This design comes from an exercise in tuning for small area, a short achievable clock period and few clock cycles per item on the open sky130 flow, not from production work. Where RTL was checked, it was by simulation tests only, not by an equivalence proof against the original. Function not checked in run 4: the RTL went through the layout flow alone. No activity file was given, so power comes from the tool's default toggle rates.

File: flow/run.sh
#!/bin/bash
set -euo pipefail
cp standard.sh standard_sh.txt
export BUFFER_PORTS_ARGS="-buffer_cell sky130_fd_sc_hd__buf_1"
ARGS="IO_CONSTRAINTS=$PWD/flow/io.tcl"
bash standard.sh $ARGS synth > synth.log 2>&1
R=$PWD/orfs/results/$FLOW_PLATFORM/header_parser/base
cp $R/1_2_yosys.v standard_synth.v
LIB=$FLOW_HOME/platforms/$FLOW_PLATFORM/lib/sky130_fd_sc_hd__tt_025C_1v80.lib \
IN=$PWD/standard_synth.v OUT=$PWD/remapped.v TOP=$FLOW_TOP ABC_SCRIPT=$PWD/flow/remap.abc \
  yosys -c flow/remap.tcl > remap.log 2>&1
cp remapped.v $R/1_2_yosys.v
rm -f $R/1_synth.odb $R/1_synth.sdc
bash standard.sh $ARGS > standard.log 2>&1
File: flow/io.tcl
# Keep the configuration read port together so the read mux sits next to its pins.
set_io_pin_constraint -group -pin_names {cfg_raddr[0] cfg_raddr[1] cfg_raddr[2] cfg_raddr[3] cfg_rdata[0] cfg_rdata[1] cfg_rdata[2] cfg_rdata[3] cfg_rdata[4] cfg_rdata[5] cfg_rdata[6] cfg_rdata[7] cfg_rdata[8] cfg_rdata[9] cfg_rdata[10] cfg_rdata[11] cfg_rdata[12] cfg_rdata[13] cfg_rdata[14] cfg_rdata[15] cfg_rdata[16] cfg_rdata[17] cfg_rdata[18] cfg_rdata[19] cfg_rdata[20] cfg_rdata[21] cfg_rdata[22] cfg_rdata[23] cfg_rdata[24] cfg_rdata[25] cfg_rdata[26] cfg_rdata[27] cfg_rdata[28] cfg_rdata[29] cfg_rdata[30] cfg_rdata[31]}
File: flow/remap.abc
strash
dch
map -D 1200
buffer -p
upsize -D 1200
dnsize -D 1200
File: flow/remap.tcl
# Re-map the combinational logic of the standard synthesis netlist with ABC
# (delay-targeted map, then sizing). Flip-flops are kept as they are: the
# flip-flop cells are read as black boxes, so their instances, names and
# types do not change. Run by yosys -c with LIB, IN and OUT in the environment.
yosys read_liberty -ignore_miss_func $::env(LIB)
yosys read_verilog $::env(IN)
yosys hierarchy -top $::env(TOP)
yosys blackbox sky130_fd_sc_hd__df*
yosys flatten
yosys rename -hide w:_*_.*
yosys opt_clean
yosys cd $::env(TOP)
yosys abc -liberty $::env(LIB) -dont_use sky130_fd_sc_hd__probe_p_8 -dont_use sky130_fd_sc_hd__probec_p_8 -dont_use sky130_fd_sc_hd__lpflow_bleeder_1 -dont_use sky130_fd_sc_hd__lpflow_clkbufkapwr_1 -dont_use sky130_fd_sc_hd__lpflow_clkbufkapwr_16 -dont_use sky130_fd_sc_hd__lpflow_clkbufkapwr_2 -dont_use sky130_fd_sc_hd__lpflow_clkbufkapwr_4 -dont_use sky130_fd_sc_hd__lpflow_clkbufkapwr_8 -dont_use sky130_fd_sc_hd__lpflow_clkinvkapwr_1 -dont_use sky130_fd_sc_hd__lpflow_clkinvkapwr_16 -dont_use sky130_fd_sc_hd__lpflow_clkinvkapwr_2 -dont_use sky130_fd_sc_hd__lpflow_clkinvkapwr_4 -dont_use sky130_fd_sc_hd__lpflow_clkinvkapwr_8 -dont_use sky130_fd_sc_hd__lpflow_decapkapwr_12 -dont_use sky130_fd_sc_hd__lpflow_decapkapwr_3 -dont_use sky130_fd_sc_hd__lpflow_decapkapwr_4 -dont_use sky130_fd_sc_hd__lpflow_decapkapwr_6 -dont_use sky130_fd_sc_hd__lpflow_decapkapwr_8 -dont_use sky130_fd_sc_hd__lpflow_inputiso0n_1 -dont_use sky130_fd_sc_hd__lpflow_inputiso0p_1 -dont_use sky130_fd_sc_hd__lpflow_inputiso1n_1 -dont_use sky130_fd_sc_hd__lpflow_inputiso1p_1 -dont_use sky130_fd_sc_hd__lpflow_inputisolatch_1 -dont_use sky130_fd_sc_hd__lpflow_isobufsrc_1 -dont_use sky130_fd_sc_hd__lpflow_isobufsrc_16 -dont_use sky130_fd_sc_hd__lpflow_isobufsrc_2 -dont_use sky130_fd_sc_hd__lpflow_isobufsrc_4 -dont_use sky130_fd_sc_hd__lpflow_isobufsrc_8 -dont_use sky130_fd_sc_hd__lpflow_isobufsrckapwr_16 -dont_use sky130_fd_sc_hd__lpflow_lsbuf_lh_hl_isowell_tap_1 -dont_use sky130_fd_sc_hd__lpflow_lsbuf_lh_hl_isowell_tap_2 -dont_use sky130_fd_sc_hd__lpflow_lsbuf_lh_hl_isowell_tap_4 -dont_use sky130_fd_sc_hd__lpflow_lsbuf_lh_isowell_4 -dont_use sky130_fd_sc_hd__lpflow_lsbuf_lh_isowell_tap_1 -dont_use sky130_fd_sc_hd__lpflow_lsbuf_lh_isowell_tap_2 -dont_use sky130_fd_sc_hd__lpflow_lsbuf_lh_isowell_tap_4  -script $::env(ABC_SCRIPT)
yosys opt_clean -purge
yosys stat -liberty $::env(LIB)
yosys cd
yosys select $::env(TOP)
yosys write_verilog -noattr -selected $::env(OUT)
File: standard.sh
#!/bin/bash
# synth_recipe.tcl (not shown) runs the flow's synth.tcl, then flattens the netlist and writes it again
# the make line also repeats each setting of config.mk as NAME=value (left out here)
make -C /OpenROAD-flow-scripts/flow DESIGN_CONFIG=/design/flow/config.mk WORK_HOME=/design/flow/orfs CLKGATE_MAP_FILE= SYNTH_SCRIPT=/design/flow/synth_recipe.tcl "${@:-finish}"
File: config.mk
export PLATFORM = sky130hd
export DESIGN_NAME = header_parser
export DESIGN_NICKNAME = header_parser
export VERILOG_FILES = /design/flow/design.v
export SDC_FILE = /design/flow/constraint.sdc
export NUM_CORES = 4
export LEC_CHECK = 0
export CAP_MARGIN = 20
export CORE_MARGIN = 2
export CORE_UTILIZATION = 25
export PLACE_DENSITY = 0.5
export SETUP_SLACK_MARGIN = 2.0
export SLEW_MARGIN = 20
File: constraint.sdc
create_clock -name core_clock -period 5.0 [get_ports {clk}]
set_input_delay 1.0000 -clock core_clock [delete_from_list [all_inputs] [get_ports {clk}]]
set_output_delay 1.0000 -clock core_clock [all_outputs]
set_load 0.01 [all_outputs]
File: design.v
module cycle_counter (
    input  logic        clk,
    input  logic        load,
    output logic [31:0] cycle_count
);
    always_ff @(posedge clk) begin
        if (load) cycle_count <= 32'd1;
        else      cycle_count <= cycle_count + 32'd1;
    end
endmodule
module filter_config (
    input  logic        clk,         
    input  logic        rst_n,       
    input  logic        cfg_we,      
    input  logic [3:0]  cfg_waddr,   
    input  logic [31:0] cfg_wdata,   
    input  logic [3:0]  cfg_raddr,   
    output logic [31:0] cfg_rdata,   
    output logic [47:0] local_mac,       
    output logic [15:0] ethertype,       
    output logic [7:0]  ip_protocol,     
    output logic [31:0] ip_base,         
    output logic [31:0] ip_mask,         
    output logic [15:0] udp_dst_port     
);
    logic [31:0] mac_lo;     
    logic [15:0] mac_hi;     
    always_ff @(posedge clk or negedge rst_n) begin
        if (!rst_n) begin
            mac_lo         <= 32'hDEADBEEF;   
            mac_hi         <= 16'hCAFE;       
            ethertype      <= 16'h0800;       
            ip_protocol    <= 8'h11;          
            ip_base        <= 32'h0A000100;   
            ip_mask        <= 32'hFFFFFFFC;   
            udp_dst_port   <= 16'd25565;      
        end else if (cfg_we) begin
            case (cfg_waddr)
                4'h0: mac_lo         <= cfg_wdata;            
                4'h1: mac_hi         <= cfg_wdata[15:0];      
                4'h2: ethertype      <= cfg_wdata[15:0];      
                4'h3: ip_protocol    <= cfg_wdata[7:0];       
                4'h4: ip_base        <= cfg_wdata;            
                4'h5: ip_mask        <= cfg_wdata;            
                4'h6: udp_dst_port   <= cfg_wdata[15:0];      
                default: ;                                    
            endcase
        end
    end
    logic [31:0] r01, r23, r45, r67, r03, r47;
    assign r01 = cfg_raddr[0] ? {16'h0, mac_hi} : mac_lo;
    assign r23 = cfg_raddr[0] ? {24'h0, ip_protocol} : {16'h0, ethertype};
    assign r45 = cfg_raddr[0] ? ip_mask : ip_base;
    assign r67 = cfg_raddr[0] ? 32'hDEADBEEF : {16'h0, udp_dst_port};
    assign r03 = cfg_raddr[1] ? r23 : r01;
    assign r47 = cfg_raddr[1] ? r67 : r45;
    assign cfg_rdata = cfg_raddr[3] ? 32'hDEADBEEF : (cfg_raddr[2] ? r47 : r03);
    assign local_mac = {mac_hi, mac_lo};
endmodule
module filter_core(
    input  logic         clk,
    input  logic         rst_n,
    input  logic [255:0] data,
    input  logic         cfg_we,
    input  logic [3:0]   cfg_waddr,
    input  logic [31:0]  cfg_wdata,
    input  logic [3:0]   cfg_raddr,
    output logic [31:0]  cfg_rdata,
    output logic         beat0_ok,
    output logic         beat1_ok
);
    logic [47:0] cfg_local_mac;
    logic [15:0] cfg_ethertype;
    logic [7:0]  cfg_ip_protocol;
    logic [31:0] cfg_ip_base;
    logic [31:0] cfg_ip_mask;
    logic [15:0] cfg_dest_port;
    filter_config my_configuration (
        .clk,
        .rst_n,
        .cfg_we,
        .cfg_waddr,
        .cfg_wdata,
        .cfg_raddr,
        .cfg_rdata,
        .local_mac(cfg_local_mac),
        .ethertype(cfg_ethertype),
        .ip_protocol(cfg_ip_protocol),
        .ip_base(cfg_ip_base),
        .ip_mask(cfg_ip_mask),
        .udp_dst_port(cfg_dest_port)
    );
    assign beat0_ok = (data[47:0]    == cfg_local_mac) &&                     
                      (data[111:96]  == cfg_ethertype) &&                     
                      (data[119:112] == 8'h54) &&                             
                      (data[191:184] == cfg_ip_protocol) &&                   
                      ((data[255:240] & cfg_ip_mask[15:0]) == cfg_ip_base[15:0]);  
    assign beat1_ok = ((data[15:0] & cfg_ip_mask[31:16]) == cfg_ip_base[31:16]) &&  
                      (data[47:32] == cfg_dest_port);                              
endmodule
module header_parser (
    input  logic         clk,
    input  logic         rst_n,
    input  logic  [0:255]  in_data,
    input  logic  [31:0]   in_keep,
    input  logic           in_valid,
    input  logic           in_last,
    output logic  [0:255]  out_data,
    output logic  [0:31]   out_keep,
    output logic           out_valid,
    output logic           out_last,
    output logic           timestamp_valid,
    output logic  [31:0]   timestamp,
    input  logic           out_ready,
    output logic           in_ready,
    input  logic           cfg_we,
    input  logic  [3:0]    cfg_waddr,
    input  logic  [31:0]   cfg_wdata,
    input  logic  [3:0]    cfg_raddr,
    output logic  [31:0]   cfg_rdata
);
    localparam [31:0] HEADER_KEEP = 32'h0000_03FF;    
    typedef enum logic [2:0] {
        IDLE,     
        HDR1,     
        HDR1_OK,  
        HDR1_NG,  
        STREAM,   
        DROP      
    } parse_state;
    parse_state state, state_next;
    logic free, pass, b1;
    logic [255:0] d;
    assign d = in_data;
    logic beat0_ok, beat1_ok;
    filter_core my_filter_core (
        .clk,
        .rst_n,
        .data(d),
        .cfg_we,
        .cfg_waddr,
        .cfg_wdata,
        .cfg_raddr,
        .cfg_rdata,
        .beat0_ok,
        .beat1_ok
    );
    logic in_accept;
    assign in_accept = in_valid && in_ready;
    assign in_ready  = free || (pass && out_ready);
    assign out_valid = in_valid && pass;
    assign out_data  = in_data;
    assign out_keep  = b1 ? (in_keep & ~HEADER_KEEP) : in_keep;
    assign out_last  = in_last;
    always_comb begin
        state_next = state;
        case (state)
            IDLE:    if (in_accept) state_next = in_last ? IDLE : (beat0_ok ? HDR1 : DROP);
            HDR1:    if (in_valid)  state_next = (beat1_ok && !in_last) ? HDR1_OK : HDR1_NG;
            HDR1_OK: if (in_accept) state_next = STREAM;    
            HDR1_NG: if (in_accept) state_next = in_last ? IDLE : DROP;
            default: if (in_accept && in_last) state_next = IDLE;
        endcase
    end
    always_ff @(posedge clk or negedge rst_n) begin
        if (!rst_n) begin
            state           <= IDLE;
            free            <= 1'b1;
            pass            <= 1'b0;
            b1              <= 1'b0;
            timestamp_valid <= 1'b0;
        end else begin
            state           <= state_next;
            free            <= (state_next == IDLE) || (state_next == HDR1_NG) || (state_next == DROP);
            pass            <= (state_next == HDR1_OK) || (state_next == STREAM);
            b1              <= (state_next == HDR1_OK);
            timestamp_valid <= in_accept && in_last && (state == STREAM);
        end
    end
    cycle_counter timestamper (
        .clk,
        .load(in_accept && state == IDLE),
        .cycle_count(timestamp)
    );
endmodule
==> results of run 1 <==
-- metrics by stage --
| step | area [sq um] | utilization (%) |
|---|---|---|
| 2_1_floorplan | 9980 | - |
| 3_3_place_gp | 11900 | 30.0 |
| 3_5_place_dp | 11900 | 30.0 |
| 4_1_cts | 12900 | 32.5 |
| 5_1_grt | 13000 | 33.0 |
| 6_report | 13000 | 33.0 |
-- placed cells by master, fill, tap and decap left out, types with 19 or more instances in the layout --
cell and n:
buf_1 307, a21oi_1 65, dfrtp_1 77, xor2_1 63
dfstp_2 82, nand2_1 198, nor4_1 21, nand3_1 25
buf_4 25, o22ai_1 23, inv_1 112, dfxtp_1 32
nor2_1 132, nor3_1 28, o21ai_0 163, xnor2_1 24
o21ai_1 19
-- sequential cells by signal, summed over array words and instances, names as in the netlist --
| signal | count |
|---|---|
| my_filter_core.my_configuration.ip_mask | 32 |
| my_filter_core.my_configuration.mac_hi | 16 |
| state | 3 |
| my_filter_core.my_configuration.ethertype | 16 |
| b1 | 1 |
| timestamp_valid | 1 |
| free | 1 |
| timestamper.cycle_count | 32 |
| pass | 1 |
| my_filter_core.my_configuration.udp_dst_port | 16 |
| my_filter_core.my_configuration.ip_protocol | 8 |
| my_filter_core.my_configuration.mac_lo | 32 |
| my_filter_core.my_configuration.ip_base | 32 |
-- cell type report --
type | instances | area share (%)
Clock buffer | 20 | 3.35
Clock inverter | 12 | 1.05
Inverter | 118 | 3.58
Timing Repair Buffer | 370 | 13.6
Sequential cell | 191 | 36.2
Tap cell | 525 | 5.03
Multi-Input combinational cell | 879 | 37.1
-- critical path, cell delays in order --
cell and delay (ns):
buf_8 0.10, buf_12 0.13, clkinvlp_4 0.16, buf_12 0.18, o21ai_4 0.10, buf_4 0.16, o311ai_2 0.34, buf_2 0.20
-- layer usage --
metal	up-vias	part of all wire, %	GRT usage, %
met2	841	39	40.1
met4	10	8.2	22.1
met3	191	14	15.5
li1	4867	-	-
met1	5109	38	36.1
met5	-	0.93	10.8
-- timing repair --
| action | 4_1_cts | 5_1_grt |
|---|---|---|
| pin swaps | 6 | 11 |
| gates resized for setup | 82 | 49 |
| gates cloned | 3 | 2 |
| setup endpoints to repair | 33 | 35 |
| buffers inserted | 15 | 7 |
-- power breakdown --
group | switching (mW) | total, mW | internal, mW
clock network | 0.652 | 1.39 | 0.742
logic | 0.778 | 1.24 | 0.460
registers | 0.414 | 2.37 | 1.96
total | 1.84 | 5.00 | 3.16
-- how the worst min path moves through the flow --
stage                                     startpoint                          to  slack, ns  cells after the start
final                     timestamper.cycle_count[0]  timestamper.cycle_count[0]       0.43                      1
after global routing      timestamper.cycle_count[0]  timestamper.cycle_count[0]       0.46                      1
after CTS                 timestamper.cycle_count[0]  timestamper.cycle_count[0]       0.43                      1
after detailed placement  timestamper.cycle_count[0]  timestamper.cycle_count[0]       0.41                      1
after global placement    timestamper.cycle_count[0]  timestamper.cycle_count[0]       0.41                      1
after floorplan                             state[1]             timestamp_valid       0.42                      1
==> metrics.csv, run 1 <==
metric,value,unit
via_per_inst,5.21,
grtUsageTotal,30.2,%
rsz0062_at_grt,yes,
start_util,25.2,%
fp.dieW,204,um
dp_hpwl,51200,um
tns,0,ns
grt_pass1_wl,84700,um
cts_tree,done,
std_cell_rows,73,
hold_viol,0,
first_pass_iters,7,
r2r_slack,2.04,ns
numClockSinks,191,
fp.dieH,204,um
worst_ep_required_time,4.00,ns
wl_per_cell,30.4,um
path_max_fanout,12,
drc_errors,0,
crit_path_end_kind,primary output,
clock_skew,0.0156,ns
hp-class,reg2reg,
pin_count,690,
clock_path_buffers,2,
crit_end,cfg_rdata[10],
synth.avg_cell_area,8.09,sq um
root_buffer,clkbuf_16,
antenna_left,0,
nets,1911,
clk_pin_slew,0.07,ns
holdBufCountCts,0,
syn-num-nets,1567,
grt_max_degree,65,
place_ws,1.08,ns
n_fill_cell,4247,
dp.cells,2056,
area_growth,30.7,%
gp_congestion,1.03,
setup_viol,0,
finalPower,5.00,mW
drtIter0Drc,1034,
rr_startpoint,my_filter_core.my_configuration.ip_mask[5],
tightest_slew,0.930,ns
die_area,41500,sq um
leakagePower,5.38,nW
cts_made_buffers,17,
max_clock_freq,0.295,GHz
clkLatencyLatePin,0.46,ns
antenna_found_initial,1,
path_class,in2out,
synth_cells,1233,
htree_levels,4,
drv_slew,0,
multiInputGateArea,4850,sq um
fin_crit_sh,67.7,%
wl,64200,um
regArea,4720,sq um
coreArea,39500,sq um
yosysWarnings,3,
holdWs,0.428,ns
synth.cell_area,9980,sq um
ir_worst_vdd,0.000270,V
r2r_cells,9,
max-slew-margin-rel,38.0,%
power_density,383,nW/um^2
grt_overflow,0,
antennaDiodeCount,0,
grt_pass1_vias,10100,
startpoint,cfg_raddr[0],
layout.cells.non_filler,2115,
timing.max_cap.violations,0,
drive_gt1_share,14.5,%
r2r_end,free,
fin_ws,1.62,ns
vias,11000,
status,"complete, no violations",
numPortBuffers,325,
arrival,2.38,ns
fin_crit,3.38,ns
cp-start-kind,primary input,
Testbench counts, summed over its fixed seeds: cycles 28,240, packets 2,400.
==> run 2, diff against run 1 <==
--- a/flow/run.sh
+++ b/flow/run.sh
@@ -2,7 +2,7 @@
 set -euo pipefail
 cp standard.sh standard_sh.txt
 export BUFFER_PORTS_ARGS="-buffer_cell sky130_fd_sc_hd__buf_1"
-ARGS="IO_CONSTRAINTS=$PWD/flow/io.tcl"
+ARGS="IO_CONSTRAINTS=$PWD/flow/io.tcl RECOVER_POWER=100"
 bash standard.sh $ARGS synth > synth.log 2>&1
 R=$PWD/orfs/results/$FLOW_PLATFORM/header_parser/base
 cp $R/1_2_yosys.v standard_synth.v
==> run 2 against run 1 <==
Against the previous run:
- now fails the layout checks on capacitance limit, slew limit
- area after synthesis unchanged
- global-route usage unchanged
- design area down 0.98%
- sequential power about the same
==> metrics.csv, run 2 <==
metric,value,unit
rsz0062_at_grt,yes,
grtUsageMet2,40.1,%
status,"complete, but fails checks",
drtIter0Drc,1150,
drv_slew,266,
cp-start-kind,primary input,
r2r_cells,9,
dp_hpwl,51200,um
vias,11200,
synth_cells,1233,
grt_pass1_wl,84700,um
max-slew-margin-rel,-101,%
path_max_fanout,6,
path_cells,"buf_8, clkbuf_1, clkinvlp_2, clkbuf_1, nand2_1, nand2_1, o211ai_1, o311ai_0, buf_2",
antennaDiodeCount,0,
path_buf_inv,5,
grt_overflow,0,
hp-start,timestamper.cycle_count[0],
fp.dieH,204,um
switching_share,37.0,%
clkLatencyLatePin,0.46,ns
htree_levels,4,
clk_pin_slew,0.07,ns
grtUsageMet1,36.1,%
crit_family,buffers and inverters,
cts_tree,done,
grt-busiest-layer,met2,
synth.avg_cell_area,8.09,sq um
coreArea,39500,sq um
arrival,3.10,ns
crit_path_end_kind,primary output,
internal-power,3.15,mW
clock_path_buffers,2,
grtUsageTotal,30.2,%
failed_checks,"capacitance limit, slew limit",
hp-class,reg2reg,
fin_crit,4.10,ns
power_switching,1.85,mW
final_cell_mix,"buf_1 (266), nand2_1 (199), o21ai_0 (168), nor2_1 (135), inv_1 (112)",
p_comb_share,24.5,%
power_density,387,nW/um^2
drc_errors,0,
r2r_end,free,
grt_max_degree,65,
cts_made_buffers,17,
first_pass_iters,8,
slowest_stage,clkinvlp_2,
clock_skew,0.0163,ns
die_area,41500,sq um
grt_pass1_vias,10100,
via_per_inst,5.28,
timing.max_cap.violations,5,
power_frac_seq,47.5,%
fin_crit_sh,81.9,%
holdBufCountCts,0,
root_buffer,clkbuf_16,
antenna_found_initial,1,
power_frac_clock,28.0,%
path_class,in2out,
numPortBuffers,325,
max_clock_freq,0.244,GHz
gp_congestion,1.03,
area_growth,29.5,%
whs_path_depth,1,
rr_startpoint,my_filter_core.my_configuration.ip_mask[5],
mostFrequentLayoutCell,buf_1,
tightest_slew,3.02,ns
ir_worst_vdd,0.000270,V
fp.dieW,204,um
numClockSinks,191,
setup_viol,0,
pin_count,690,
wl_per_cell,30.5,um
tns,0,ns
wl,64600,um
use_met3,15.5,%
antenna_left,0,
nets,1911,
holdWs,0.423,ns
critPathMaxStageDelay,0.45,ns
syn-num-nets,1567,
start_util,25.2,%
worst_ep_required_time,4.00,ns
whs_endpoint,timestamper.cycle_count[0],
hold_viol,0,
synth.cell_area,9980,sq um
r2r_slack,1.82,ns
leakagePower,5.30,nW
drive_gt1_share,12.9,%
std_cell_rows,73,
yosysWarnings,3,
-- run 2: what timing repair did --
action	4_1_cts	5_1_grt
cloned	3	2
gates resized for setup	82	49
pin swaps	6	11
setup buffers	15	7
endpoints found under the setup margin	33	35
-- run 2: layer usage --
metal  vias up  part of all wire, %
met3       192                   13
met2       823                   39
met5         -                 0.93
li1       4871                    -
met4        10                  8.3
met1      5264                   38
-- run 2: power by group through the flow --
stage | clock, mW | combinational [mW] | sequential, mW
after global routing | 1.48 | 1.33 | 2.40
after detailed placement | 0 | 1.14 | 2.36
after CTS | 1.42 | 1.20 | 2.35
final | 1.40 | 1.23 | 2.37
after floorplan | 0 | 0.628 | 2.19
after global placement | 0 | 1.14 | 2.37
-- run 2: layout make-up --
class / instances / area (sq um)
Tap cell: 525 / 657
Clock inverter: 12 / 138
Inverter: 118 / 464
Multi-Input combinational cell: 879 / 4800
Sequential cell: 191 / 4720
Fill cell: 4274 / 26600
Clock buffer: 20 / 437
Timing Repair Buffer: 370 / 1700
-- run 2: worst max path at each step --
stage,from,endpoint,cells after the start,slack (ns)
5_1_grt,cfg_we,my_filter_core.my_configuration.ip_mask[31],8,0.84
4_1_cts,cfg_raddr[1],cfg_rdata[10],10,1.68
2_1_floorplan,cfg_raddr[1],cfg_rdata[10],4,1.91
3_3_place_gp,cfg_raddr[0],cfg_rdata[15],7,1.20
6_report,cfg_raddr[0],cfg_rdata[10],9,0.90
3_5_place_dp,cfg_raddr[0],cfg_rdata[15],7,1.08
-- run 2: stage by stage --
step / utilization [%] / cell area, sq um / power [mW] / cells / setup slack (ns)
finish: 32.7 / 12900 / 5.00 / 2115 / 0.904
global route: 32.7 / 12900 / 5.21 / 2115 / 0.838
CTS: 32.5 / 12900 / 4.97 / 2106 / 1.68
detailed placement: 30.0 / 11900 / 3.51 / 2056 / 1.08
global placement: 30.0 / 11900 / 3.50 / 2056 / 1.20
floorplan: - / 9980 / 2.82 / 1233 / 1.91
==> run 3, diff against run 2 <==
--- a/flow/run.sh
+++ b/flow/run.sh
@@ -2,7 +2,7 @@
 set -euo pipefail
 cp standard.sh standard_sh.txt
 export BUFFER_PORTS_ARGS="-buffer_cell sky130_fd_sc_hd__buf_1"
-ARGS="IO_CONSTRAINTS=$PWD/flow/io.tcl RECOVER_POWER=100"
+ARGS="IO_CONSTRAINTS=$PWD/flow/io.tcl"
 bash standard.sh $ARGS synth > synth.log 2>&1
 R=$PWD/orfs/results/$FLOW_PLATFORM/header_parser/base
 cp $R/1_2_yosys.v standard_synth.v
==> flow/remap.abc (replaced) <==
strash
dch
map -a
==> run 3 against run 2 <==
Against the previous run:
- largest cell class unchanged
- hold slack worse by 0.00080 ns
- die area is 3.4% lower
- global-route usage is 1.3 points lower
- wire length down 7.4%
- flip-flop and latch count unchanged
- critical path type unchanged
- highest routed layer unchanged
- utilization up 2.2 points
- the run now finishes clean
- clock skew fell by 0.0012 ns
- non-clock buffer count did not move
- final cell count shrank 1.1%
- total power rose by 0.81%
- clock power decreased by 6%
==> metrics.csv, run 3 <==
metric,value,unit
hp-class,reg2reg,
clk_pin_slew,0.07,ns
grtUsageMet2,39.7,%
cp_num_cells,8,
timing.max_cap.violations,0,
wl,59800,um
coreArea,37800,sq um
wl_per_cell,28.6,um
grtUsageMet1,37.2,%
dp_hpwl,47100,um
drc_errors,0,
antenna_found_initial,2,
clock_skew,0.0151,ns
gp_congestion,0.959,
fp.dieW,200,um
syn-num-nets,1504,
tns,0,ns
holdWs,0.422,ns
via_per_inst,5.26,
path_max_fanout,6,
power_density,382,nW/um^2
clock_path_buffers,2,
cts_made_buffers,17,
r2r_slack,2.23,ns
die_area,40100,sq um
use_met3,15.3,%
clkLatencyLatePin,0.45,ns
mostFrequentLayoutCell,buf_1,
r2r_end,timestamper.cycle_count[31],
hold_viol,0,
first_pass_iters,6,
tightest_slew,1.03,ns
rsz0062_at_grt,yes,
cp-start-kind,primary input,
synth_cells,1170,
drtIter0Drc,1087,
path_class,in2out,
grtUsageTotal,29.0,%
fin_crit,3.31,ns
final_cell_mix,"buf_1 (291), nand2_1 (201), o21ai_0 (172), nor2_1 (129), clkinv_1 (103)",
grt_pass1_vias,10100,
grt_overflow,0,
r2r_cells,30,
drv_slew,0,
critPathMaxStageDelay,0.23,ns
pin_count,690,
grt_max_degree,160,
path_buf_inv,5,
vias,11000,
max_clock_freq,0.302,GHz
synth.cell_area,9630,sq um
drive_gt1_share,18.2,%
leakagePower,5.11,nW
startpoint,cfg_raddr[0],
area_growth,37.0,%
worst_ep_required_time,4.00,ns
rr_startpoint,timestamper.cycle_count[0],
numClockSinks,191,
path_cells,"buf_8, buf_8, buf_12, nor2_4, clkinv_4, o211ai_1, o311ai_2, buf_2",
nets,1901,
antenna_left,0,
critPathMostFrequentCell,buf_8,
yosysWarnings,3,
htree_levels,4,
fin_crit_sh,66.2,%
crit_path_end_kind,primary output,
start_util,25.5,%
hp-start,timestamper.cycle_count[0],
arrival,2.31,ns
numPortBuffers,325,
fp.dieH,200,um
status,"complete, no violations",
root_buffer,clkbuf_16,
grt-busiest-layer,met2,
slowest_stage,o211ai_1,
cts_tree,done,
synth.avg_cell_area,8.23,sq um
std_cell_rows,71,
grt_pass1_wl,81300,um
setup_viol,0,
crit_family,buffers and inverters,
ir_worst_vdd,0.000177,V
max-slew-margin-rel,31.5,%
crit_end,cfg_rdata[11],
run 3: per-layer routing:
metal	wire length, um	vias up
li1	-	4811
met1	24600	5252
met2	23700	816
met3	8450	122
met4	2760	8
met5	317	-
run 3: worst reg2reg max path, delay by kind of cell, from the launching register on:
kind / cells / cell delay, ns
and+or+nand+nor: 16 / 1.36
DFF: 1 / 0.35
AOI/OAI and AO/OA: 2 / 0.17
buffers and inverters: 12 / 0.83
run 3: layout make-up:
type | instances | area, sq um
well taps | 511 | 639
multi-input cells | 862 | 4930
diodes | 1 | 2.50
repair buffers | 370 | 1810
clock buffers | 21 | 450
fillers | 4111 | 24600
flip-flops and latches | 191 | 4720
clock inverters | 10 | 90.1
inverters | 120 | 514
repair inverters | 5 | 43.8
run 3: power breakdown:
group	internal (mW)	switching, mW
Clock	0.697	0.621
Combinational	0.489	0.799
Sequential	1.98	0.458
run 3: what timing repair did:
item | CTS | global route
setup buffers | 20 | 12
gates cloned | 8 | 1
setup endpoints to repair | 40 | 38
pin swaps | 17 | 17
hold buffers | 0 | 0
resized for setup | 127 | 78
run 3: how the worst min path moves through the flow:
stage,cells after the start,endpoint,slack (ns)
after global routing,1,timestamper.cycle_count[0],0.44
after floorplan,1,timestamper.cycle_count[0],0.43
after global placement,1,timestamper.cycle_count[0],0.40
after CTS,1,timestamper.cycle_count[0],0.43
after detailed placement,1,timestamper.cycle_count[0],0.41
final,1,timestamper.cycle_count[0],0.42
run 3: per-stage QoR:
step / worst slack [ns] / area, sq um / instances / util, % / power (mW)
after detailed placement: 0.920 / 11700 / 2018 / 30.8 / 3.58
after global placement: 1.03 / 11700 / 2018 / 30.8 / 3.58
after global routing: 1.65 / 13200 / 2090 / 34.9 / 5.28
final: 1.69 / 13200 / 2091 / 34.9 / 5.04
after floorplan: 2.01 / 9680 / 1170 / - / 2.87
after CTS: 1.68 / 12800 / 2077 / 33.8 / 4.99
==> run 4, diff against run 3 <==
--- a/design.v
+++ b/design.v
@@ -47,14 +47,27 @@
             endcase
         end
     end
-    logic [31:0] r01, r23, r45, r67, r03, r47;
-    assign r01 = cfg_raddr[0] ? {16'h0, mac_hi} : mac_lo;
-    assign r23 = cfg_raddr[0] ? {24'h0, ip_protocol} : {16'h0, ethertype};
-    assign r45 = cfg_raddr[0] ? ip_mask : ip_base;
-    assign r67 = cfg_raddr[0] ? 32'hDEADBEEF : {16'h0, udp_dst_port};
-    assign r03 = cfg_raddr[1] ? r23 : r01;
-    assign r47 = cfg_raddr[1] ? r67 : r45;
-    assign cfg_rdata = cfg_raddr[3] ? 32'hDEADBEEF : (cfg_raddr[2] ? r47 : r03);
+    logic [15:0] lo, hi;
+    always_comb begin
+        case (cfg_raddr)
+            4'h0: lo = mac_lo[15:0];
+            4'h1: lo = mac_hi;
+            4'h2: lo = ethertype;
+            4'h3: lo = {8'h0, ip_protocol};
+            4'h4: lo = ip_base[15:0];
+            4'h5: lo = ip_mask[15:0];
+            4'h6: lo = udp_dst_port;
+            default: lo = 16'hBEEF;
+        endcase
+        case (cfg_raddr)
+            4'h0: hi = mac_lo[31:16];
+            4'h4: hi = ip_base[31:16];
+            4'h5: hi = ip_mask[31:16];
+            4'h1, 4'h2, 4'h3, 4'h6: hi = 16'h0;
+            default: hi = 16'hDEAD;
+        endcase
+    end
+    assign cfg_rdata = {hi, lo};
     assign local_mac = {mac_hi, mac_lo};
 endmodule
 module filter_core(
==> run 4 against run 3 <==
Against the previous run:
- still clean
- combinational power grew 18%
- global-route usage grew 1.7 points
- flip-flop and latch count did not move
- total power rose by 9.8%
- hold slack better by 0.012 ns
- wire length up 3.8%
- critical endpoint is now cfg_rdata[14]
==> metrics.csv, run 4 <==
metric,value,unit
status,"complete, no violations",
wl_met2,23000,um
wl_met1,26400,um
route.top_layer_used,met5,
clk_pin_slew,0.07,ns
synth.avg_cell_area,8.26,sq um
arrival,2.39,ns
yosysWarnings,3,
antennaDiodeCount,0,
fp.dieH,200,um
path_class,in2out,
wl_met3,9630,um
start_util,25.4,%
vias,10900,
nets,1901,
grt_overflow,0,
max-slew-margin-rel,32.4,%
hold_viol,0,
cp-start-kind,primary input,
holdBufCountCts,0,
drv_slew,0,
fp.dieW,200,um
area_growth,42.5,%
wl_per_cell,29.7,um
worst_ep_required_time,4.00,ns
dp_hpwl,48300,um
multiInputGateArea,4970,sq um
std_cell_rows,71,
rsz0062_at_grt,yes,
coreArea,37800,sq um
leakagePower,5.28,nW
n_fill_cell,4030,
drive_gt1_share,20.1,%
power_density,405,nW/um^2
drtIter0Drc,1023,
mostFrequentLayoutCell,buf_1,
grt_pass1_vias,10100,
ir_worst_vdd,0.000262,V
numPortBuffers,325,
via_per_inst,5.22,
tns,0,ns
fin_crit,3.39,ns
synth_cells,1161,
max_clock_freq,0.295,GHz
setup_viol,0,
hp-class,reg2reg,
antenna_left,0,
antenna_found_initial,4,
die_area,40000,sq um
pin_count,690,
grtUsageTotal,30.7,%
path_max_fanout,4,
htree_levels,4,
clkLatencyLatePin,0.46,ns
tightest_slew,1.01,ns
synth.cell_area,9590,sq um
grt_max_degree,75,
root_buffer,clkbuf_16,
numClockSinks,191,
drc_errors,0,
final_cell_mix,"buf_1 (286), nand2_1 (203), o21ai_0 (150), clkinv_1 (122), nor2_1 (103)",
finalPower,5.53,mW
clock_skew,0.0140,ns
syn-num-nets,1495,
wl,62100,um
crit_path_end_kind,primary output,
cts_made_buffers,17,
cts_tree,done,
fin_crit_sh,67.8,%
gp_congestion,0.931,
grt_pass1_wl,82600,um
clock_path_buffers,2,
first_pass_iters,5,
regArea,4720,sq um
timing.max_cap.violations,0,
-- run 4: what timing repair did --
action                     in CTS  in global routing
gates resized for setup       113                 77
pin swaps                      23                 24
setup endpoints to repair      33                 41
buffers inserted               32                 11
gates cloned                    4                  0
-- run 4: worst paths after layout --
kind                                                                 to                                        from  slack, ns  cells after the start
max                                                       cfg_rdata[14]                                cfg_raddr[2]       1.61                     11
min                                          timestamper.cycle_count[0]                  timestamper.cycle_count[0]       0.43                      1
max reg2reg                                                        free  my_filter_core.my_configuration.ip_mask[7]       2.22                     12
min reg2reg                                  timestamper.cycle_count[0]                  timestamper.cycle_count[0]       0.43                      1
max in group asynchronous    my_filter_core.my_configuration.mac_lo[21]                                       rst_n       3.36                      2
min in group asynchronous  my_filter_core.my_configuration.ethertype[5]                                       rst_n       0.60                      1
-- run 4: layout make-up --
class	instances	area share, %
Clock buffer	20	3.34
Tap cell	511	4.68
Sequential cell	191	34.5
Inverter	136	4.49
Multi-Input combinational cell	835	36.4
Timing Repair Buffer	384	15.2
Timing Repair inverter	2	0.128
Clock inverter	12	1.24
-- run 4: metrics by stage --
stage,cell area (sq um),setup slack [ns],cells,hold WS (ns),utilization (%)
after global placement,11800,0.799,2012,0.409,31.4
after floorplan,9840,1.79,1161,0.434,-
final,13700,1.61,2091,0.434,36.2
after CTS,13300,1.58,2080,0.434,35.1
after global routing,13700,1.56,2091,0.464,36.2
after detailed placement,11800,0.818,2012,0.417,31.4
-- run 4: per-layer routing --
metal  GRT usage [%]  up-vias
li1                -     4799
met1            40.8     5215
met2            38.2      801
met3            18.7       93
met4            13.5       16
met5            6.54        -
-- run 4: power by group --
group / internal [mW] / switching (mW)
Sequential: 2.02 / 0.491
Combinational: 0.554 / 0.969
Clock: 0.829 / 0.673
-- run 4: worst max-delay path: stages --
cell	delay [ns]
buf_12	0.11
clkinv_16	0.05
nor2_4	0.09
inv_4	0.05
nor2_4	0.09
inv_4	0.05
nor2_4	0.21
buf_12	0.15
nor2_4	0.03
o311ai_4	0.35
buf_2	0.20
==> run 5, diff against run 4 <==
--- a/design.v
+++ b/design.v
@@ -47,27 +47,18 @@
             endcase
         end
     end
-    logic [15:0] lo, hi;
     always_comb begin
         case (cfg_raddr)
-            4'h0: lo = mac_lo[15:0];
-            4'h1: lo = mac_hi;
-            4'h2: lo = ethertype;
-            4'h3: lo = {8'h0, ip_protocol};
-            4'h4: lo = ip_base[15:0];
-            4'h5: lo = ip_mask[15:0];
-            4'h6: lo = udp_dst_port;
-            default: lo = 16'hBEEF;
-        endcase
-        case (cfg_raddr)
-            4'h0: hi = mac_lo[31:16];
-            4'h4: hi = ip_base[31:16];
-            4'h5: hi = ip_mask[31:16];
-            4'h1, 4'h2, 4'h3, 4'h6: hi = 16'h0;
-            default: hi = 16'hDEAD;
+            4'h0: cfg_rdata = mac_lo;                         
+            4'h1: cfg_rdata = {16'h0, mac_hi};               
+            4'h2: cfg_rdata = {16'h0, ethertype};            
+            4'h3: cfg_rdata = {24'h0, ip_protocol};          
+            4'h4: cfg_rdata = ip_base;                       
+            4'h5: cfg_rdata = ip_mask;                       
+            4'h6: cfg_rdata = {16'h0, udp_dst_port};         
+            default: cfg_rdata = 32'hDEADBEEF;               
         endcase
     end
-    assign cfg_rdata = {hi, lo};
     assign local_mac = {mac_hi, mac_lo};
 endmodule
 module filter_core(
==> run 5 against run 4 <==
Against the previous run:
- clock skew rose by 0.0021 ns
- design area shrank 2.9%
- critical endpoint is now cfg_rdata[25]
- setup slack got worse by 0.020 ns
- sequential share of layout area grew 1.0 points
- hold slack better by 0.0031 ns
==> metrics.csv, run 5 <==
metric,value,unit
status,"complete, no violations",
critPathMaxStageDelay,0.39,ns
first_pass_iters,5,
grt_pass1_vias,9702,
rsz0062_at_grt,yes,
n_fill_cell,3976,
grt_max_degree,86,
hp-class,reg2reg,
max_clock_freq,0.293,GHz
fin_crit,3.41,ns
cts_made_buffers,17,
drv_slew,0,
antenna_left,0,
crit_path_end_kind,primary output,
numClockSinks,191,
fin_ws,1.59,ns
arrival,2.41,ns
antennaDiodeCount,0,
clock_path_buffers,2,
finalPower,5.14,mW
coreArea,37500,sq um
syn-num-nets,1463,
grt_overflow,0,
std_cell_rows,71,
tightest_slew,0.747,ns
leakagePower,5.02,nW
gp_congestion,0.976,
via_per_inst,5.18,
timing.max_cap.violations,0,
wl,58700,um
numPortBuffers,325,
fp.dieW,199,um
path_class,in2out,
fp.dieH,199,um
regArea,4720,sq um
grt_pass1_wl,77800,um
root_buffer,clkbuf_16,
synth_cells,1129,
htree_levels,4,
multiInputGateArea,4780,sq um
nets,1867,
whs_path_depth,1,
layout.cells.non_filler,2057,
drtIter0Drc,971,
dp_hpwl,45700,um
mostFrequentLayoutCell,buf_1,
synth.cell_area,9460,sq um
die_area,39400,sq um
path_cells,"buf_6, nor2_4, clkinv_4, nor3_4, buf_4, clkinv_2, o211ai_1, buf_1",
r2r_cells,12,
yosysWarnings,3,
pin_count,690,
tns,0,ns
area_growth,40.3,%
clock_skew,0.0161,ns
start_util,25.2,%
ir_worst_vdd,0.000290,V
dp.cells,1976,
synth.avg_cell_area,8.38,sq um
wl_per_cell,28.5,um
slowest_stage,o211ai_1,
power_density,387,nW/um^2
drive_gt1_share,19.5,%
final_cell_mix,"buf_1 (285), nand2_1 (209), o21ai_0 (161), clkinv_1 (128), nor2_1 (88)",
setup_viol,0,
worst_ep_required_time,4.00,ns
max-slew-margin-rel,50.2,%
fin_util,35.4,%
clk_pin_slew,0.07,ns
place_ws,0.780,ns
cts_tree,done,
vias,10700,
grtUsageTotal,29.0,%
clkLatencyLatePin,0.46,ns
path_max_fanout,5,
holdBufCountCts,0,
hold_viol,0,
cp-start-kind,primary input,
antenna_found_initial,3,
drc_errors,0,
fin_crit_sh,68.2,%
[run 5: what timing repair did]
item,CTS,global route
pin swaps,21,35
setup endpoints to repair,34,35
setup buffers,29,15
gates resized for setup,100,85
gates cloned,4,1
[run 5: stage by stage]
stage | hold slack [ns] | instance area (sq um)
5_1_grt | 0.463 | 13300
6_report | 0.437 | 13300
2_1_floorplan | 0.434 | 9610
3_5_place_dp | 0.419 | 11600
4_1_cts | 0.436 | 12800
3_3_place_gp | 0.401 | 11600
[run 5: power by group]
| part | total [mW] | internal, mW | switching (mW) |
|---|---|---|---|
| clock network | 1.36 | 0.707 | 0.649 |
| registers | 2.42 | 1.98 | 0.443 |
| logic | 1.37 | 0.494 | 0.872 |
[run 5: final timing paths]
check / from / end / slack [ns]
min in group asynchronous: rst_n / my_filter_core.my_configuration.ip_base[28] / 0.57
max in group asynchronous: rst_n / my_filter_core.my_configuration.mac_lo[11] / 3.48
setup reg to reg: my_filter_core.my_configuration.mac_hi[4] / pass / 2.13
setup / recovery: cfg_raddr[3] / cfg_rdata[25] / 1.59
hold / removal: timestamper.cycle_count[0] / timestamper.cycle_count[0] / 0.44
hold reg to reg: timestamper.cycle_count[0] / timestamper.cycle_count[0] / 0.44
[run 5: area by class of cell]
class / count / area share [%]
multi-input combinational: 799 / 36.0
sequential: 191 / 35.6
timing repair buffer: 381 / 14.9
tap: 511 / 4.82
inverter: 140 / 4.37
clock buffer: 21 / 3.39
clock inverter: 11 / 0.839
timing repair inverter: 3 / 0.170
[run 5: critical path, delay by kind of cell]
| kind | cells | cell delay [ns] |
|---|---|---|
| buf+inv | 5 | 0.71 |
| compound gates | 1 | 0.39 |
| simple gates | 2 | 0.30 |
[run 5: layer usage]
layer	vias to the layer above	GRT usage, %	share of wire, %
met1	4939	35.6	39
met5	-	3.83	0.42
met2	840	39.7	40
met3	149	17.0	15
li1	4714	-	-
met4	10	14.2	5.7
Testbench counts of run 5, summed over its fixed seeds: cycles 28,240, packets 2,400.
==> run 6, diff against run 5 <==
==> flow/io.tcl (replaced) <==
# Keep the configuration port, the timestamp and the clock and reset on one
# edge, so the registers they feed cluster there, and keep the read port together.
set_io_pin_constraint -region left:* -pin_names {cfg_raddr[0] cfg_raddr[1] cfg_raddr[2] cfg_raddr[3] cfg_rdata[0] cfg_rdata[1] cfg_rdata[2] cfg_rdata[3] cfg_rdata[4] cfg_rdata[5] cfg_rdata[6] cfg_rdata[7] cfg_rdata[8] cfg_rdata[9] cfg_rdata[10] cfg_rdata[11] cfg_rdata[12] cfg_rdata[13] cfg_rdata[14] cfg_rdata[15] cfg_rdata[16] cfg_rdata[17] cfg_rdata[18] cfg_rdata[19] cfg_rdata[20] cfg_rdata[21] cfg_rdata[22] cfg_rdata[23] cfg_rdata[24] cfg_rdata[25] cfg_rdata[26] cfg_rdata[27] cfg_rdata[28] cfg_rdata[29] cfg_rdata[30] cfg_rdata[31] cfg_we cfg_waddr[0] cfg_waddr[1] cfg_waddr[2] cfg_waddr[3] cfg_wdata[0] cfg_wdata[1] cfg_wdata[2] cfg_wdata[3] cfg_wdata[4] cfg_wdata[5] cfg_wdata[6] cfg_wdata[7] cfg_wdata[8] cfg_wdata[9] cfg_wdata[10] cfg_wdata[11] cfg_wdata[12] cfg_wdata[13] cfg_wdata[14] cfg_wdata[15] cfg_wdata[16] cfg_wdata[17] cfg_wdata[18] cfg_wdata[19] cfg_wdata[20] cfg_wdata[21] cfg_wdata[22] cfg_wdata[23] cfg_wdata[24] cfg_wdata[25] cfg_wdata[26] cfg_wdata[27] cfg_wdata[28] cfg_wdata[29] cfg_wdata[30] cfg_wdata[31] timestamp_valid timestamp[0] timestamp[1] timestamp[2] timestamp[3] timestamp[4] timestamp[5] timestamp[6] timestamp[7] timestamp[8] timestamp[9] timestamp[10] timestamp[11] timestamp[12] timestamp[13] timestamp[14] timestamp[15] timestamp[16] timestamp[17] timestamp[18] timestamp[19] timestamp[20] timestamp[21] timestamp[22] timestamp[23] timestamp[24] timestamp[25] timestamp[26] timestamp[27] timestamp[28] timestamp[29] timestamp[30] timestamp[31] clk rst_n}
set_io_pin_constraint -group -pin_names {cfg_raddr[0] cfg_raddr[1] cfg_raddr[2] cfg_raddr[3] cfg_rdata[0] cfg_rdata[1] cfg_rdata[2] cfg_rdata[3] cfg_rdata[4] cfg_rdata[5] cfg_rdata[6] cfg_rdata[7] cfg_rdata[8] cfg_rdata[9] cfg_rdata[10] cfg_rdata[11] cfg_rdata[12] cfg_rdata[13] cfg_rdata[14] cfg_rdata[15] cfg_rdata[16] cfg_rdata[17] cfg_rdata[18] cfg_rdata[19] cfg_rdata[20] cfg_rdata[21] cfg_rdata[22] cfg_rdata[23] cfg_rdata[24] cfg_rdata[25] cfg_rdata[26] cfg_rdata[27] cfg_rdata[28] cfg_rdata[29] cfg_rdata[30] cfg_rdata[31]}
==> run 6 against run 5 <==
Against the previous run:
- flip-flop and latch count is the same
- area after synthesis stayed put
- clock skew down 0.0027 ns
- critical endpoint is now cfg_rdata[2]
- highest routed layer unchanged
==> metrics.csv, run 6 <==
metric,value,unit
area_growth,40.2,%
numClockSinks,191,
power_density,391,nW/um^2
drive_gt1_share,19.8,%
start_util,25.2,%
clkLatencyLatePin,0.45,ns
antenna_left,0,
wl_per_cell,28.4,um
std_cell_rows,71,
dp_hpwl,47300,um
synth.avg_cell_area,8.38,sq um
n_fill_cell,4044,
clock_skew,0.0134,ns
ir_worst_vdd,0.000195,V
mostFrequentLayoutCell,buf_1,
tns,0,ns
antenna_found_initial,10,
fin_crit,3.30,ns
timing.max_cap.violations,0,
root_buffer,clkbuf_16,
grt_overflow,0,
grt_pass1_wl,77200,um
final_cell_mix,"buf_1 (280), nand2_1 (205), o21ai_0 (158), clkinv_1 (125), nor2_1 (88)",
fp.dieH,199,um
critPathMostFrequentCell,buf_6,
crit_family,simple AND/OR/NAND/NOR gates,
wl,58400,um
vias,10500,
fp.dieW,199,um
pin_count,690,
path_buf_inv,4,
arrival,2.30,ns
critPathMaxStageDelay,0.30,ns
cts_made_buffers,17,
fin_util,35.4,%
slowest_stage,nor3_4,
nets,1864,
grt_pass1_vias,9562,
syn-num-nets,1463,
tightest_slew,1.10,ns
via_per_inst,5.10,
multiInputGateArea,4700,sq um
status,"complete, no violations",
drv_slew,0,
gp_congestion,1.00,
die_area,39400,sq um
finalInstanceArea,13300,sq um
drc_errors,0,
grt_max_degree,77,
synth_cells,1129,
clk_pin_slew,0.08,ns
path_cells,"buf_12, nor2_4, clkinv_4, nor3_4, buf_6, nand2_2, o21ai_2, a221oi_2, nand3_1, buf_6",
yosysWarnings,3,
clock_path_buffers,2,
regArea,4720,sq um
path_class,in2out,
synth.cell_area,9460,sq um
placed_cell_area,11600,sq um
holdBufCountCts,0,
worst_ep_required_time,4.00,ns
path_max_fanout,8,
crit_path_end_kind,primary output,
setup_viol,0,
coreArea,37500,sq um
fin_crit_sh,66.0,%
max-slew-margin-rel,26.1,%
first_pass_iters,5,
max_clock_freq,0.303,GHz
leakagePower,5.07,nW
htree_levels,4,
hold_viol,0,
cts_tree,done,
rsz0062_at_grt,yes,
grtUsageTotal,29.1,%
hp-class,reg2reg,
holdWs,0.434,ns
numPortBuffers,325,
cp-start-kind,primary input,
drtIter0Drc,902,
run 6: repair_timing:
| action | 4_1_cts | 5_1_grt |
|---|---|---|
| gates cloned | 6 | 0 |
| buffers inserted | 24 | 13 |
| endpoints found under the hold margin | 0 | 0 |
| pin swaps | 24 | 30 |
| setup endpoints to repair | 35 | 39 |
| resized for setup | 132 | 74 |
run 6: area by class of cell:
type / count / area share, %
clock inverter: 12 / 1.01
clock buffer: 20 / 3.53
timing repair inverter: 2 / 0.104
timing repair buffer: 378 / 15.0
sequential: 191 / 35.6
inverter: 140 / 4.45
tap: 511 / 4.82
multi-input combinational: 800 / 35.4
antenna: 2 / 0.0377
run 6: per-stage QoR:
step / worst slack [ns] / power (mW) / cells
after floorplan: 1.76 / 2.92 / 1129
after global placement: 0.918 / 3.66 / 1979
after detailed placement: 0.888 / 3.65 / 1979
after CTS: 1.71 / 5.15 / 2041
after global routing: 1.62 / 5.45 / 2054
final: 1.70 / 5.19 / 2056
run 6: path summary, 6_finish.rpt:
| kind | startpoint | to | slack [ns] | depth (start not counted) |
|---|---|---|---|---|
| max | cfg_raddr[2] | cfg_rdata[2] | 1.70 | 10 |
| min | timestamper.cycle_count[0] | timestamper.cycle_count[0] | 0.43 | 1 |
| max reg2reg | my_filter_core.my_configuration.mac_hi[4] | pass | 2.15 | 12 |
| min reg2reg | timestamper.cycle_count[0] | timestamper.cycle_count[0] | 0.43 | 1 |
| max in group asynchronous | rst_n | my_filter_core.my_configuration.mac_hi[11] | 3.36 | 2 |
| min in group asynchronous | rst_n | my_filter_core.my_configuration.mac_lo[29] | 0.68 | 1 |
run 6: worst register-to-register path, stage by stage (launching register included):
cell and delay [ns]:
dfstp_2 0.56, clkinv_1 0.11, a22oi_2 0.17, o221ai_2 0.13, a2111oi_4 0.36, nand4_1 0.20
nor4_2 0.37, nand4_1 0.23, nand2_1 0.14, o21ai_2 0.09, or2_4 0.25, nand2_1 0.06
nor2_1 0.05
run 6: power by group:
group / leakage (nW) / internal [mW] / switching [mW] / total, mW
Sequential: 2.09 / 1.98 / 0.442 / 2.42
Clock: 0.291 / 0.752 / 0.676 / 1.43
Combinational: 2.68 / 0.496 / 0.851 / 1.35
run 6: layer usage:
layer  vias to the layer above  part of all wire (%)  global-route usage, %
met3                       126                    15                   17.5
li1                       4709                     -                      -
met5                         -                  0.61                   5.36
met2                       751                    39                   38.8
met1                      4871                    40                   36.1
met4                        22                   5.2                   14.5
==> run 7, diff against run 6 <==
==> flow/run.sh (replaced) <==
#!/bin/bash
set -euo pipefail
cp standard.sh standard_sh.txt
export BUFFER_PORTS_ARGS="-buffer_cell sky130_fd_sc_hd__buf_1"
ARGS="IO_CONSTRAINTS=$PWD/flow/io.tcl"
bash standard.sh $ARGS synth > synth.log 2>&1
R=$PWD/orfs/results/$FLOW_PLATFORM/header_parser/base
cp $R/1_2_yosys.v standard_synth.v
python3 flow/rmux.py cut standard_synth.v cut.v > rmux_cut.log 2>&1
LIB=$FLOW_HOME/platforms/$FLOW_PLATFORM/lib/sky130_fd_sc_hd__tt_025C_1v80.lib \
IN=$PWD/cut.v OUT=$PWD/remapped.v TOP=$FLOW_TOP ABC_SCRIPT=$PWD/flow/remap.abc \
  yosys -c flow/remap.tcl > remap.log 2>&1
python3 flow/rmux.py add remapped.v final_synth.v > rmux_add.log 2>&1
cp final_synth.v $R/1_2_yosys.v
rm -f $R/1_synth.odb $R/1_synth.sdc
bash standard.sh $ARGS > standard.log 2>&1
==> flow/rmux.py (new file) <==
#!/usr/bin/env python3
"""Replace the configuration read mux of a gate netlist by a hand-built one.

cut IN OUT : the cells that drive cfg_rdata now drive rmx_old instead, so the
             next synthesis step drops them as unused logic.
add IN OUT : adds the read mux, built from sky130 cells, driving cfg_rdata:
             a one-hot decode of cfg_raddr (one 4-input gate per register),
             then per bit AND-OR-INVERT gates of (select, register bit) pairs
             and a final NAND. Register bits are found as the Q nets of the
             flip-flops my_filter_core.my_configuration.<reg>[i].
"""
import re, sys

P = 'sky130_fd_sc_hd__'
DB = 0xDEADBEEF
# (address, register, width)
REGS = [(0, 'mac_lo', 32), (1, 'mac_hi', 16), (2, 'ethertype', 16), (3, 'ip_protocol', 8),
        (4, 'ip_base', 32), (5, 'ip_mask', 32), (6, 'udp_dst_port', 16)]


def cut(src):
    head, sep, body = src.partition('  wire [31:0] cfg_rdata;\n')
    assert sep, 'cfg_rdata declaration not found'
    n = body.count('(cfg_rdata[')
    assert n == 32, f'expected 32 cfg_rdata drivers, found {n}'
    body = body.replace('(cfg_rdata[', '(rmx_old[')
    return head + sep + '  wire [31:0] rmx_old;\n' + body


def add(src):
    q = {}
    for m in re.finditer(r'\n\s*' + P + r'df\w+\s+\\my_filter_core\.my_configuration\.(\w+)\[(\d+)\]\S*\s*\((.*?)\);', src, re.S):
        qm = re.search(r'\.Q\(\s*(.*?)\s*\)', m.group(3), re.S)
        q[(m.group(1), int(m.group(2)))] = qm.group(1)
    for _, r, w in REGS:
        for i in range(w):
            assert (r, i) in q, f'no flip-flop for {r}[{i}]'
    cells, wires = [], []
    def net(n):
        wires.append(n)
        return n
    def cell(typ, pins):
        name = f'rmx_c{len(cells)}'
        conns = ', '.join(f'.{p}({n} )' if n.startswith('\\') else f'.{p}({n})' for p, n in pins)
        cells.append(f'  {P}{typ} {name} ({conns});\n')
    a = [f'cfg_raddr[{i}]' for i in range(4)]
    sel = {}
    # one-hot decode, a3 must be 0 for addresses 0..6
    sel[0] = net('rmx_sel0'); cell('nor4_2', [('A', a[0]), ('B', a[1]), ('C', a[2]), ('D', a[3]), ('Y', sel[0])])
    sel[1] = net('rmx_sel1'); cell('nor4b_2', [('A', a[1]), ('B', a[2]), ('C', a[3]), ('D_N', a[0]), ('Y', sel[1])])
    sel[2] = net('rmx_sel2'); cell('nor4b_2', [('A', a[0]), ('B', a[2]), ('C', a[3]), ('D_N', a[1]), ('Y', sel[2])])
    sel[3] = net('rmx_sel3'); cell('and4bb_2', [('A_N', a[3]), ('B_N', a[2]), ('C', a[1]), ('D', a[0]), ('X', sel[3])])
    sel[4] = net('rmx_sel4'); cell('nor4b_2', [('A', a[0]), ('B', a[1]), ('C', a[3]), ('D_N', a[2]), ('Y', sel[4])])
    sel[5] = net('rmx_sel5'); cell('and4bb_2', [('A_N', a[3]), ('B_N', a[1]), ('C', a[2]), ('D', a[0]), ('X', sel[5])])
    sel[6] = net('rmx_sel6'); cell('and4bb_2', [('A_N', a[3]), ('B_N', a[0]), ('C', a[2]), ('D', a[1]), ('X', sel[6])])
    # low when the address reads the default value (7..15)
    nseld = net('rmx_nseld'); cell('a31oi_2', [('A1', a[2]), ('A2', a[1]), ('A3', a[0]), ('B1', a[3]), ('Y', nseld)])
    for i in range(32):
        pairs = [(sel[ad], q[(r, i)]) for ad, r, w in REGS if i < w]
        parts = []
        k = 0
        while k < len(pairs):
            grp = pairs[k:k + 3]
            k += len(grp)
            o = net(f'rmx_p{i}_{len(parts)}')
            if len(grp) == 3:
                cell('a222oi_1', [('A1', grp[0][0]), ('A2', grp[0][1]), ('B1', grp[1][0]), ('B2', grp[1][1]),
                                  ('C1', grp[2][0]), ('C2', grp[2][1]), ('Y', o)])
            elif len(grp) == 2:
                cell('a22oi_1', [('A1', grp[0][0]), ('A2', grp[0][1]), ('B1', grp[1][0]), ('B2', grp[1][1]), ('Y', o)])
            else:
                cell('nand2_1', [('A', grp[0][0]), ('B', grp[0][1]), ('Y', o)])
            parts.append(o)
        if (DB >> i) & 1:
            parts.append(nseld)
        out = f'cfg_rdata[{i}]'
        if len(parts) == 1:
            cell('inv_1', [('A', parts[0]), ('Y', out)])
        else:
            typ = {2: 'nand2_1', 3: 'nand3_1', 4: 'nand4_1'}[len(parts)]
            cell(typ, [(p, n) for p, n in zip('ABCD', parts)] + [('Y', out)])
    body, sep, tail = src.rpartition('endmodule')
    assert sep
    decl = ''.join(f'  wire {w};\n' for w in wires)
    return body + decl + ''.join(cells) + sep + tail


if __name__ == '__main__':
    mode, fin, fout = sys.argv[1:4]
    src = open(fin).read()
    open(fout, 'w').write({'cut': cut, 'add': add}[mode](src))
==> run 7 against run 6 <==
Against the previous run:
- still clean on timing, DRC and antenna
- maximum frequency down 11%
- design area down 5.1%
- die area down 1.6%
- non-clock buffer count up 1
- total power down 2.8%
- setup slack worse by 0.40 ns
- register-to-register slack better by 0.16 ns
- combinational power down 6%
- critical path depth down 3
- critical endpoint is now cfg_rdata[13]
==> metrics.csv, run 7 <==
metric,value,unit
wl,57300,um
fin_crit_sh,74.1,%
mostFrequentLayoutCell,buf_1,
tns,0,ns
drc_errors,0,
timing.max_cap.violations,0,
worst_ep_required_time,4.00,ns
htree_levels,4,
grt_overflow,0,
std_cell_rows,70,
rr_startpoint,my_filter_core.my_configuration.ip_mask[3],
final_cell_mix,"buf_1 (305), nand2_1 (195), o21ai_0 (131), nor2_1 (104), clkinv_1 (88)",
ir_worst_vdd,0.000244,V
gp_congestion,0.973,
crit_end,cfg_rdata[13],
hp-start,timestamper.cycle_count[0],
max_clock_freq,0.270,GHz
drtIter0Drc,1469,
numPortBuffers,325,
nets,1778,
status,"complete, no violations",
r2r_slack,2.31,ns
wl_per_cell,29.8,um
arrival,2.70,ns
crit_path_end_kind,primary output,
startpoint,cfg_raddr[2],
antenna_left,0,
clkLatencyLatePin,0.45,ns
tightest_slew,1.03,ns
power_density,401,nW/um^2
cts_tree,done,
fp.dieW,197,um
drv_slew,0,
cp-start-kind,primary input,
clock_path_buffers,2,
synth.cell_area,9310,sq um
synth.avg_cell_area,8.92,sq um
via_per_inst,5.47,
antenna_found_initial,3,
fp.dieH,197,um
clock_skew,0.0126,ns
fin_util,34.4,%
vias,10500,
root_buffer,clkbuf_16,
r2r_cells,9,
fin_crit,3.70,ns
grtUsageTotal,28.7,%
leakagePower,4.89,nW
critPathMaxStageDelay,0.68,ns
drive_gt1_share,15.2,%
syn-num-nets,1377,
path_cells,"buf_12, nor4b_4, buf_12, buf_12, a222oi_1, nand3_1, buf_2",
slowest_stage,a222oi_1,
setup_viol,0,
yosysWarnings,3,
critPathMostFrequentCell,buf_12,
hold_viol,0,
start_util,25.4,%
pin_count,690,
path_class,in2out,
rsz0062_at_grt,yes,
area_growth,35.3,%
grt_max_degree,160,
hp-class,reg2reg,
die_area,38800,sq um
cts_made_buffers,17,
grt_pass1_wl,76300,um
max-slew-margin-rel,31.6,%
clk_pin_slew,0.08,ns
coreArea,36600,sq um
dp_hpwl,44600,um
r2r_end,free,
grt_pass1_vias,9400,
holdBufCountCts,0,
path_max_fanout,6,
synth_cells,1043,
first_pass_iters,10,
numClockSinks,191,
-- run 7: power breakdown --
| group | switching (mW) | leakage [nW] | internal, mW |
|---|---|---|---|
| sequential | 0.415 | 2.09 | 1.97 |
| clock | 0.668 | 0.286 | 0.720 |
| combinational | 0.778 | 2.52 | 0.489 |
| total | 1.86 | 4.89 | 3.18 |
-- run 7: worst max-delay path, delay by kind of cell --
kind / cells / cell delay, ns
simple gates: 2 / 0.41
buf+inv: 4 / 0.61
compound gates: 1 / 0.68
-- run 7: stage by stage --
| step | hold WS (ns) | cell area, sq um | cells | power (mW) | setup WS [ns] |
|---|---|---|---|---|---|
| floorplan | 0.432 | 9340 | 1043 | 2.92 | 1.70 |
| CTS | 0.435 | 12100 | 1896 | 5.00 | 1.43 |
| detailed placement | 0.418 | 11300 | 1849 | 3.57 | 0.777 |
| global placement | 0.402 | 11300 | 1849 | 3.58 | 0.806 |
| global route | 0.457 | 12600 | 1925 | 5.30 | 1.32 |
| finish | 0.437 | 12600 | 1926 | 5.05 | 1.30 |
-- run 7: repair_timing --
action	4_1_cts	5_1_grt
resized for setup	40	61
gates cloned	2	3
setup buffers	13	26
setup endpoints to repair	35	39
hold endpoints to repair	0	0
pin swaps	16	25
-- run 7: routing by layer --
metal | wire length (um) | GRT usage (%)
met5 | 404 | 7.66
met2 | 20100 | 33.9
met3 | 10400 | 19.3
met1 | 24400 | 39.5
met4 | 2050 | 9.72
-- run 7: area by class of cell --
type                    count  area [sq um]
well taps                 468           586
inverters                  94           353
clock inverters            14           145
clock buffers              18           439
fillers                  3830         24000
multi-input cells         761          4410
repair buffers            379          1940
diodes                      1          2.50
flip-flops and latches    191          4720
-- run 7: how the worst min path moves through the flow --
| stage | slack (ns) | to | cells past startpoint |
|---|---|---|---|
| 2_1_floorplan | 0.43 | timestamp_valid | 1 |
| 3_3_place_gp | 0.40 | timestamper.cycle_count[0] | 1 |
| 3_5_place_dp | 0.42 | timestamper.cycle_count[0] | 1 |
| 4_1_cts | 0.44 | timestamper.cycle_count[0] | 1 |
| 5_1_grt | 0.46 | timestamper.cycle_count[0] | 1 |
| 6_report | 0.44 | timestamper.cycle_count[0] | 1 |

-- what the ideal ports hide --
In the flow no input, the clock included, has a driving cell. The finished layouts below were timed again as built, in two steps.
Step 1 assumes that a clkbuf_16 drives the clock port and a buf_2 every other input.
Step 2 moves the port delays by t, midway between the first and last clock arrival at a register: inputs arrive t later, outputs are due t later. That takes back most of the time a late clock gives input paths.
Three values: no drivers, after step 1, after step 2; two values: the first two.
| run | t, ns | slack for setup (ns) | slew at the worst register clock pin (ns) | worst data-port slew with drivers (ns) | pins driven straight from the clock port |
|---|---|---|---|---|---|
| run 1 | 0.504 | 1.615 / 1.577 / 1.520 | 0.08 / 0.08 | 0.27 | 1 |
| run 2 | 0.505 | 0.904 / 0.855 / 0.814 | 0.08 / 0.08 | 0.27 | 1 |
| run 3 | 0.486 | 1.691 / 1.639 / 1.639 | 0.08 / 0.08 | 0.25 | 1 |
| run 4 | 0.504 | 1.611 / 1.534 / 1.534 | 0.08 / 0.08 | 0.29 | 1 |
| run 5 | 0.499 | 1.591 / 1.526 / 1.526 | 0.08 / 0.08 | 0.25 | 1 |
| run 6 | 0.492 | 1.700 / 1.652 / 1.646 | 0.08 / 0.08 | 0.24 | 1 |
| run 7 | 0.476 | 1.296 / 1.238 / 1.238 | 0.08 / 0.08 | 0.24 | 1 |
For run 1, which loses most, drivers alone change the setup slack by -0.038 ns; drivers and shift together by -0.095 ns.
